Background: an optimization exercise with open tools, aiming at small area and a short achievable clock period. Do not read the settings as production practice.
RTL that was checked went through simulation tests only; none was proved equivalent to the original.
Power figures rest on the tool's default switching activity, not on a simulated workload.

==> module cpu, before the edit <==
module cpu(
input [15:0] instruction,
input [15:0] memIn,
input reset,
input clk,
output [15:0] memOut,
output reg writeM,
output [15:0] memAddress,
output reg [15:0] pc);
reg [15:0] regA;
reg        aInR;
reg [15:0] regD;
reg [15:0] R;       
wire [15:0] A = aInR ? R : regA;
assign memOut = R;
assign memAddress = regA;
wire isC = instruction[15];
wire [6:0] comp = instruction[12:6];
wire a  = comp[6];
wire zx = comp[5];
wire nx = comp[4];
wire zy = comp[3];
wire ny = comp[2];
wire f  = comp[1];
wire no = comp[0];
reg valid;
always @* begin
    case (comp)
        7'b0101010, 7'b0111111, 7'b0111010, 7'b0001100, 7'b0110000, 7'b1110000,
        7'b0001101, 7'b0110001, 7'b1110001, 7'b0001111, 7'b0110011, 7'b1110011,
        7'b0011111, 7'b0110111, 7'b1110111, 7'b0001110, 7'b0110010, 7'b1110010,
        7'b0000010, 7'b1000010, 7'b0010011, 7'b1010011, 7'b0000111, 7'b1000111,
        7'b0000000, 7'b1000000, 7'b0010101, 7'b1010101: valid = 1'b1;
        default: valid = 1'b0;
    endcase
end
wire vC = (valid & isC) | reset;    
wire nxo = (nx ^ no) & ~reset;
wire nyo = (ny ^ no) & ~reset;
wire kx = ~zx & ~reset;
wire ky = ~zy & ~reset;
wire aM = a & ~reset;
wire [15:0] x = (regD & {16{kx}}) ^ {16{nxo}};
wire [15:0] y = aM ? (memIn ^ {16{nyo}}) : ((A & {16{ky}}) ^ {16{nyo}});
wire [15:0] p = x ^ y;
wire [15:0] h = x & y;
wire [15:0] g = h & {16{f}};    
wire cin = f & no & ~reset;
wire [15:0] gg = {g[14:0], cin};
wire [15:0] pp = {p[14:0], 1'b0};
wire [15:0] G1, P1, G2, P2, G3, P3, C;
genvar i;
generate
    for (i = 0; i < 16; i = i + 1) begin : pf
        if (i % 2 == 1) begin
            assign G1[i] = gg[i] | (pp[i] & gg[i-1]);
            assign P1[i] = pp[i] & pp[i-1];
        end else begin
            assign G1[i] = gg[i];
            assign P1[i] = pp[i];
        end
        if (i % 4 >= 2) begin
            assign G2[i] = G1[i] | (P1[i] & G1[i - i % 4 + 1]);
            assign P2[i] = P1[i] & P1[i - i % 4 + 1];
        end else begin
            assign G2[i] = G1[i];
            assign P2[i] = P1[i];
        end
        if (i % 8 >= 4) begin
            assign G3[i] = G2[i] | (P2[i] & G2[i - i % 8 + 3]);
            assign P3[i] = P2[i] & P2[i - i % 8 + 3];
        end else begin
            assign G3[i] = G2[i];
            assign P3[i] = P2[i];
        end
        if (i >= 8) begin
            assign C[i] = G3[i] | (P3[i] & G3[7]);
        end else begin
            assign C[i] = G3[i];
        end
    end
endgenerate
wire fo = f | no;
wire [15:0] q = (p & {16{fo}}) | (h & {16{~f}});
wire [15:0] r = vC ? (q ^ C) : R;
wire s = C[15] ? (vC ? ~q[15] : R[15]) : (vC ? q[15] : R[15]);
wire [15:0] t = x | y;
wire zA = &(p ~^ {t[14:0], cin});
wire zr = vC ? (f ? zA : ~|q) : ~|R;
wire [2:0] j = instruction[2:0];
wire jmp = isC & ((j[2] & s) | (j[1] & zr) | (j[0] & ~s & ~zr));
always @(posedge clk) begin
    R <= r;
    if (reset || (isC && instruction[4])) regD <= r;
    if (reset) begin
        aInR <= 1'b1;       
        pc <= 16'd0;
        writeM <= 1'b0;
    end else begin
        aInR <= isC & instruction[5];
        pc <= jmp ? A : pc + 16'd1;
        writeM <= isC & instruction[3];
    end
    regA <= isC ? A : {1'b0, instruction[14:0]};
end
endmodule
clock: 8.0 ns
lec_check: 0
cap_margin: 20
core_margin: 2
core_utilization: 55
setup_slack_margin: 3.8
slew_margin: 20
standard.sh (not shown) runs the stock make flow with config.mk's settings and CLKGATE_MAP_FILE= SYNTH_SCRIPT=/design/flow/synth_recipe.tcl, a recipe that flattens the netlist after the stock synthesis.
==> flow/flow/run.sh <==
#!/bin/bash
# Layout flow: the standard flow (standard.sh) with these changes:
#  - ports are buffered with the cell named in flow/port_buf.txt
#    (default sky130_fd_sc_hd__buf_2) instead of the delay buffers that
#    buffer_ports picks by default; every port still gets its buffer;
#  - clock tree synthesis runs with the arguments in flow/cts_args.txt
#    (default: ORFS's, without dummy loads);
#  - if flow/abc.script exists, the standard synthesis maps the logic with
#    that ABC script instead of ORFS's abc_speed.script, and if
#    flow/no_adder_map exists it leaves adders to ABC instead of mapping
#    them to the library's half and full adder cells. Nothing else in the
#    synthesis changes, so the registers are the standard synthesis's.
# Every tool's output goes to ORFS's logs under orfs/logs; make's own output
# goes to flow.log here.
set -euo pipefail
here=$(pwd)
cp standard.sh standard_sh.log
extra=""
if [[ -f flow/no_adder_map ]]; then extra="ADDER_MAP_FILE="; fi
if [[ -f flow/abc.script ]]; then
  cp flow/abc.script "$here/my_abc.script"
  {
    head -n 1 synth_recipe.tcl
    cat <<'EOT'
proc abc {args} {
  set i [lsearch -exact $args -script]
  if { $i >= 0 } { lset args [expr {$i + 1}] $::env(FLOW_ABC_SCRIPT) }
  yosys abc {*}$args
}
EOT
    tail -n +2 synth_recipe.tcl
  } > "$here/my_synth.tcl"
  export FLOW_ABC_SCRIPT="$here/my_abc.script"
  sed -e "s#SYNTH_SCRIPT=[^ ]*#SYNTH_SCRIPT=$here/my_synth.tcl $extra#" standard.sh > my_standard.sh
else
  sed -e "s#SYNTH_SCRIPT=\([^ ]*\)#SYNTH_SCRIPT=\1 $extra#" standard.sh > my_standard.sh
fi
portbuf=sky130_fd_sc_hd__buf_2
if [[ -f flow/port_buf.txt ]]; then portbuf=$(cat flow/port_buf.txt); fi
export BUFFER_PORTS_ARGS="-buffer_cell $portbuf"
if [[ -f flow/cts_args.txt ]]; then
  export CTS_ARGS="$(cat flow/cts_args.txt)"
else
  export CTS_ARGS="-sink_clustering_enable -repair_clock_nets -dont_use_dummy_load"
fi
bash my_standard.sh > flow.log 2>&1
==> flow/flow/abc.script <==
strash
dch
map -B 0.9
topo
stime -c
buffer -c
upsize -c
dnsize -c
==> flow/flow/cts_args.txt <==
-sink_clustering_enable -repair_clock_nets -dont_use_dummy_load -sink_clustering_size 24 -sink_clustering_max_diameter 80 -buf_list {sky130_fd_sc_hd__clkbuf_4 sky130_fd_sc_hd__clkbuf_8}
==> flow/flow/no_adder_map <==
==> flow/flow/port_buf.txt <==
sky130_fd_sc_hd__buf_1
Rerun with:
--- a/flow/design.v
+++ b/flow/design.v
@@ -85,7 +85,5 @@
 wire [15:0] r = vC ? (q ^ C) : R;
 wire s = C[15] ? (vC ? ~q[15] : R[15]) : (vC ? q[15] : R[15]);
-wire [15:0] t = x | y;
-wire zA = &(p ~^ {t[14:0], cin});
-wire zr = vC ? (f ? zA : ~|q) : ~|R;
+wire zr = ~|r;
 wire [2:0] j = instruction[2:0];
 wire jmp = isC & ((j[2] & s) | (j[1] & zr) | (j[0] & ~s & ~zr));
The changed run finished clean. Combinational power is higher by about a fifth. Hold slack gets worse by 0.039 ns. Worst setup slack gets worse by 0.25 ns. Final area is higher by about a fifth. Sequential power is lower by a few percent. First-iteration DRC count is higher by well over a third. Via count is higher by a little under a tenth. Count of clock-buffer cells in the layout stays the same. Non-clock buffer count is higher by 54. Power is higher by a few percent. Global-route usage is higher by 0.40 points. Routed wire length is higher by roughly a tenth.
Only the layout flow was run in the second run of this note; the RTL was not checked for function there.

run E:
The RTL this note starts from:
==> flow/design.v <==
module cpu(
input [15:0] instruction,
input [15:0] memIn,
input reset,
input clk,
output [15:0] memOut,
output reg writeM,
output [15:0] memAddress,
output reg [15:0] pc);
reg [15:0] regA;
reg        aInR;
reg [15:0] regD;
reg [15:0] R;       
wire [15:0] A = aInR ? R : regA;
assign memOut = R;
assign memAddress = regA;
wire isC = instruction[15];
wire [6:0] comp = instruction[12:6];
wire a  = comp[6];
wire zx = comp[5];
wire nx = comp[4];
wire zy = comp[3];
wire ny = comp[2];
wire f  = comp[1];
wire no = comp[0];
reg valid;
always @* begin
    case (comp)
        7'b0101010, 7'b0111111, 7'b0111010, 7'b0001100, 7'b0110000, 7'b1110000,
        7'b0001101, 7'b0110001, 7'b1110001, 7'b0001111, 7'b0110011, 7'b1110011,
        7'b0011111, 7'b0110111, 7'b1110111, 7'b0001110, 7'b0110010, 7'b1110010,
        7'b0000010, 7'b1000010, 7'b0010011, 7'b1010011, 7'b0000111, 7'b1000111,
        7'b0000000, 7'b1000000, 7'b0010101, 7'b1010101: valid = 1'b1;
        default: valid = 1'b0;
    endcase
end
wire vC = (valid & isC) | reset;    
wire nxo = (nx ^ no) & ~reset;
wire nyo = (ny ^ no) & ~reset;
wire kx = ~zx & ~reset;
wire ky = ~zy & ~reset;
wire aM = a & ~reset;
wire [15:0] x = (regD & {16{kx}}) ^ {16{nxo}};
wire [15:0] y = aM ? (memIn ^ {16{nyo}}) : ((A & {16{ky}}) ^ {16{nyo}});
wire [15:0] p = x ^ y;
wire [15:0] h = x & y;
wire [15:0] g = h & {16{f}};    
wire cin = f & no & ~reset;
wire [15:0] gg = {g[14:0], cin};
wire [15:0] pp = {p[14:0], 1'b0};
wire [15:0] G1, P1, G2, P2, G3, P3, C;
genvar i;
generate
    for (i = 0; i < 16; i = i + 1) begin : pf
        if (i % 2 == 1) begin
            assign G1[i] = gg[i] | (pp[i] & gg[i-1]);
            assign P1[i] = pp[i] & pp[i-1];
        end else begin
            assign G1[i] = gg[i];
            assign P1[i] = pp[i];
        end
        if (i % 4 >= 2) begin
            assign G2[i] = G1[i] | (P1[i] & G1[i - i % 4 + 1]);
            assign P2[i] = P1[i] & P1[i - i % 4 + 1];
        end else begin
            assign G2[i] = G1[i];
            assign P2[i] = P1[i];
        end
        if (i % 8 >= 4) begin
            assign G3[i] = G2[i] | (P2[i] & G2[i - i % 8 + 3]);
            assign P3[i] = P2[i] & P2[i - i % 8 + 3];
        end else begin
            assign G3[i] = G2[i];
            assign P3[i] = P2[i];
        end
        if (i >= 8) begin
            assign C[i] = G3[i] | (P3[i] & G3[7]);
        end else begin
            assign C[i] = G3[i];
        end
    end
endgenerate
wire fo = f | no;
wire [15:0] q = (p & {16{fo}}) | (h & {16{~f}});
wire [15:0] r = vC ? (q ^ C) : R;
wire s = C[15] ? (vC ? ~q[15] : R[15]) : (vC ? q[15] : R[15]);
wire [15:0] t = x | y;
wire zA = &(p ~^ {t[14:0], cin});
wire zr = vC ? (f ? zA : ~|q) : ~|R;
wire [2:0] j = instruction[2:0];
wire jmp1 = isC & (j[2] | (j[1] & zr));
wire jmp0 = isC & ((j[1] & zr) | (j[0] & ~zr));
wire [15:0] pc1 = pc + 16'd1;
wire [15:0] pcn1 = reset ? 16'd0 : jmp1 ? A : pc1;
wire [15:0] pcn0 = reset ? 16'd0 : jmp0 ? A : pc1;
always @(posedge clk) begin
    R <= r;
    if (reset || (isC && instruction[4])) regD <= r;
    if (reset) begin
        aInR <= 1'b1;       
        writeM <= 1'b0;
    end else begin
        aInR <= isC & instruction[5];
        writeM <= isC & instruction[3];
    end
    pc <= s ? pcn1 : pcn0;
    regA <= isC ? A : {1'b0, instruction[14:0]};
end
endmodule
==> flow/config.mk <==
export PLATFORM = sky130hd
export DESIGN_NAME = cpu
export DESIGN_NICKNAME = cpu
export VERILOG_FILES = /design/flow/design.v
export SDC_FILE = /design/flow/constraint.sdc
export NUM_CORES = 4
export LEC_CHECK = 0
export CAP_MARGIN = 20
export CORE_MARGIN = 2
export CORE_UTILIZATION = 55
export SETUP_SLACK_MARGIN = 3.8
export SLEW_MARGIN = 20
==> flow/constraint.sdc <==
create_clock -name core_clock -period 8.0 [get_ports {clk}]
set_input_delay 1.6000 -clock core_clock [delete_from_list [all_inputs] [get_ports {clk}]]
set_output_delay 1.6000 -clock core_clock [all_outputs]
set_load 0.01 [all_outputs]
Scripts as last shown in full above: flow/flow/run.sh, flow/flow/abc.script, flow/flow/cts_args.txt, flow/flow/no_adder_map, flow/flow/port_buf.txt
[inputs] run B vs run E
-- flow/design.v --
<<< run E, line 36
end
wire vC = (valid & isC) | reset;    
wire nxo = (nx ^ no) & ~reset;
wire nyo = (ny ^ no) & ~reset;
wire kx = ~zx & ~reset;
wire ky = ~zy & ~reset;
wire aM = a & ~reset;
wire [15:0] x = (regD & {16{kx}}) ^ {16{nxo}};
wire [15:0] y = aM ? (memIn ^ {16{nyo}}) : ((A & {16{ky}}) ^ {16{nyo}});
wire [15:0] p = x ^ y;
wire [15:0] h = x & y;
wire [15:0] g = h & {16{f}};    
wire cin = f & no & ~reset;
wire [15:0] gg = {g[14:0], cin};
wire [15:0] pp = {p[14:0], 1'b0};
>>> run B, line 36
end
wire vC = (valid & isC) | reset;    
wire nxo = nx ^ no;
wire nyo = ny ^ no;
wire [15:0] x = (regD & {16{~zx}}) ^ {16{nxo}};
wire [15:0] y = a ? (memIn ^ {16{nyo}}) : ((A & {16{~zy}}) ^ {16{nyo}});
wire [15:0] p = x ^ y;
wire [15:0] h = x & y;
wire fr = f & ~reset;
wire [15:0] g = h & {16{fr}};   
wire cin = fr & no;
wire [15:0] gg = {g[14:0], cin};
wire [15:0] pp = {p[14:0], 1'b0};
<<< run E, line 81
    end
endgenerate
wire fo = f | no;
wire [15:0] q = (p & {16{fo}}) | (h & {16{~f}});
wire [15:0] r = vC ? (q ^ C) : R;
wire s = C[15] ? (vC ? ~q[15] : R[15]) : (vC ? q[15] : R[15]);
>>> run B, line 79
    end
endgenerate
wire fo = (f | no) & ~reset;
wire nf = ~f & ~reset;
wire [15:0] q = (p & {16{fo}}) | (h & {16{nf}});
wire [15:0] r = vC ? (q ^ C) : R;
wire s = C[15] ? (vC ? ~q[15] : R[15]) : (vC ? q[15] : R[15]);
<<< run E, line 89
wire zr = vC ? (f ? zA : ~|q) : ~|R;
wire [2:0] j = instruction[2:0];
wire jmp1 = isC & (j[2] | (j[1] & zr));
wire jmp0 = isC & ((j[1] & zr) | (j[0] & ~zr));
wire [15:0] pc1 = pc + 16'd1;
wire [15:0] pcn1 = reset ? 16'd0 : jmp1 ? A : pc1;
wire [15:0] pcn0 = reset ? 16'd0 : jmp0 ? A : pc1;
always @(posedge clk) begin
    R <= r;
>>> run B, line 88
wire zr = vC ? (f ? zA : ~|q) : ~|R;
wire [2:0] j = instruction[2:0];
wire jmp = isC & ((j[2] & s) | (j[1] & zr) | (j[0] & ~s & ~zr));
always @(posedge clk) begin
    R <= r;
<<< run E, line 99
    if (reset) begin
        aInR <= 1'b1;       
        writeM <= 1'b0;
    end else begin
        aInR <= isC & instruction[5];
        writeM <= isC & instruction[3];
    end
    pc <= s ? pcn1 : pcn0;
    regA <= isC ? A : {1'b0, instruction[14:0]};
end
>>> run B, line 94
    if (reset) begin
        aInR <= 1'b1;       
        pc <= 16'd0;
        writeM <= 1'b0;
    end else begin
        aInR <= isC & instruction[5];
        pc <= jmp ? A : pc + 16'd1;
        writeM <= isC & instruction[3];
    end
    regA <= isC ? A : {1'b0, instruction[14:0]};
end
## What came out
When run B is set beside run E, its chip height turns out to be about 1.2% smaller. Final cell area excluding filler cells: run B < run E. Synthesized area divided by synthesized cell count across run B and run E: no real change. Lower power after layout was reported by run B, not run E. Number of global-route vias before repair (run E / run B): 1.07.
No functional check of the RTL was part of any run of this note.

[afterwards: timing with drivers on the ports]
In the flow no input, the clock included, has a driving cell. The finished layouts below were timed again as built, in two steps.
Step 1 sets driving cells, clkbuf_16 on the clock port and buf_2 on the other inputs (assumed; they add their load-dependent delay and slew).
Step 2 adds t to the input delays and takes it off the output delays; t is the mean of the earliest and latest rising clock arrival at the registers after step 1. Input paths then give back, and output paths get back, about the clock's delay inside the block.
a / b / c = no drivers / after step 1 / after step 2; a / b = the first two.
run	t (ns)	setup WS [ns]	cell pins on the clock port's net
the first run of note 1	0.378	3.973 / 3.985 / 3.607	1
the second run of note 1	0.375	3.722 / 3.705 / 3.330	1
run E	0.380	3.920 / 3.933 / 3.554	1
run B	0.377	3.955 / 3.949 / 3.572	1
After both steps setup and hold are still met in every run listed. The setup slack of the second run of note 1, which loses most, moves by -0.017 ns with the drivers and by -0.392 ns with both steps.
